Source: an optimization exercise on an open RTL-to-GDS flow (aim: small area). Production flows keep margins and buffers that such runs may drop. In this exercise RTL edits were held to simulation tests only and were not proved equivalent to the original. Power is estimated from default activity; no workload was simulated.

==> sierra: inputs <==
## top_full_design
module top_full_design
    #(
        parameter NB_ADDR = 6,
        parameter NB_DATA = 8
    )
    (
        output [NB_DATA - 1 : 0] o_log_data_from_ram,
        output o_log_ram_full,
        input [2:0] i_enable,
        input [1:0] i_sel,
        input i_reset,
        input clock
    );
reg [9:0] gen_cnt;
reg [3:0] gen_q9;
wire gen_clr = ~i_reset | ~i_enable[0];
always @(posedge clock or posedge gen_clr) begin
    if (gen_clr) begin
        gen_cnt <= 10'd0;
        gen_q9  <= 4'd0;
    end else begin
        gen_cnt <= gen_cnt + 10'd1;
        gen_q9  <= (&gen_cnt || gen_q9 == 4'd8) ? 4'd0 : gen_q9 + 4'd1;
    end
end
reg [1:0] sel_prev;
reg [1:0] sel;
always @(posedge clock) begin
    if (~i_reset) begin
        sel_prev <= 2'b00;
        sel      <= 2'b00;
    end else begin
        sel_prev <= i_sel;
        sel      <= sel ^ (i_sel & ~sel_prev);
    end
end
wire [7:0] x0;
signal_generator u_gen (.n(gen_cnt), .q9(gen_q9), .sel(sel), .x(x0));
reg [7:0] dl [1:14];
integer i;
always @(posedge clock) begin
    if (~i_reset) begin
        for (i = 1; i <= 14; i = i + 1) dl[i] <= 8'd0;
    end else if (i_enable[0]) begin
        dl[1] <= x0;
        for (i = 1; i < 14; i = i + 1) dl[i+1] <= dl[i];
    end
end
wire [14:0] ra, rb;
fir_tree u_tree(.x0(x0), .d({dl[14], dl[13], dl[12], dl[11], dl[10], dl[9], dl[8],
                            dl[7], dl[6], dl[5], dl[4], dl[3], dl[2], dl[1]}),
                .ra(ra), .rb(rb));
reg [14:0] ra_r, rb_r;
always @(posedge clock) begin
    ra_r <= ra;
    rb_r <= rb;
end
wire [14:0] acc;
fir_cpa u_cpa(.a(ra_r), .b(rb_r), .s(acc));
wire sat_ok = (acc[14] == acc[13]);
wire [7:0] y = sat_ok ? {acc[14], acc[12:6]} : {acc[14], {7{~acc[14]}}};
reg [7:0] y2, y3;
always @(posedge clock) begin
    y2 <= y;
    y3 <= y2;
end
reg        run;
  ...
clock: 8.0 ns
lec_check: 0
cap_margin: 20
core_margin: 2
core_utilization: 40
cts_buf_list: sky130_fd_sc_hd__clkbuf_16
cts_cluster_diameter: 100
cts_cluster_size: 30
slew_margin: 20
synth_hierarchical: 1
synth_memory_max_bits: 16384
run.sh (not shown) runs the stock make flow with config.mk's settings and CLKGATE_MAP_FILE= SYNTH_SCRIPT=/design/flow/synth_recipe.tcl, a recipe that flattens the netlist after the stock synthesis.
==> onyx: changes against sierra <==
CTS_BUF_LIST = sky130_fd_sc_hd__clkbuf_8   (was sky130_fd_sc_hd__clkbuf_16)
CTS_CLUSTER_DIAMETER = 60   (was 100)
CTS_CLUSTER_SIZE = 16   (was 30)
==> results_tabular.tex <==
\begin{tabular}{lr}
\hline
Metric & Value \\
\hline
\multicolumn{2}{l}{\textbf{Status}} \\
Result of the run & no timing/DRC/antenna violations \\
\multicolumn{2}{l}{\textbf{Power and ir drop}} \\
Clk network pwr share & 0.231 \\
\multicolumn{2}{l}{\textbf{STA}} \\
Peak clock frequency supported by timing & 136 MHz \\
\multicolumn{2}{l}{\textbf{Setup path}} \\
Arrival time at the worst endpoint & 7.89 ns \\
\multicolumn{2}{l}{\textbf{Layout}} \\
Final core area utilization & 0.426 \\
\multicolumn{2}{l}{\textbf{Clock network}} \\
Clk root buf & sky130\_fd\_sc\_hd\_\_clkbuf\_16 \\
\hline
\end{tabular}
-- figures above: sierra

==> results_tabular.tex <==
\begin{tabular}{lr}
\hline
Metric & Value \\
\hline
\multicolumn{2}{l}{\textbf{Setup path}} \\
Gate family responsible for the most delay along the worst path & compound AO/OA/AOI/OAI gates \\
Arrival time at the worst endpoint & 7.98 ns \\
\multicolumn{2}{l}{\textbf{STA}} \\
Peak clock frequency supported by timing & 135 MHz \\
\multicolumn{2}{l}{\textbf{Status}} \\
Result of the run & no timing/DRC/antenna violations \\
\multicolumn{2}{l}{\textbf{Power and ir drop}} \\
Clk network pwr share & 0.253 \\
\multicolumn{2}{l}{\textbf{Clock network}} \\
Clk root buf & sky130\_fd\_sc\_hd\_\_clkbuf\_8 \\
\hline
\end{tabular}
-- figures above: onyx

-- separate check: timing with driven ports --
No port has a modelled driver above. Below, the same layouts with a new extraction and two added sets of constraints. Step 1 sets driving cells, clkbuf_16 on the clock port and buf_2 on the other inputs (assumed; they add their load-dependent delay and slew). Step 2 moves the port delays by t, midway between the first and last clock arrival at a register: inputs arrive t later, outputs are due t later. That takes back most of the time a late clock gives input paths. Three values: ideal, step 1, step 2; two values: the first two.
run | shift t [ns] | setup WS [ns] | clock arrival spread, ns | cell pins on the clock port's net
sierra | 0.710 | 0.642 / 0.642 / 0.642 | 0.046 / 0.046 | 1
onyx | 0.774 | 0.613 / 0.613 / 0.613 | 0.049 / 0.048 | 1
After both steps setup and hold are still met in every run listed.
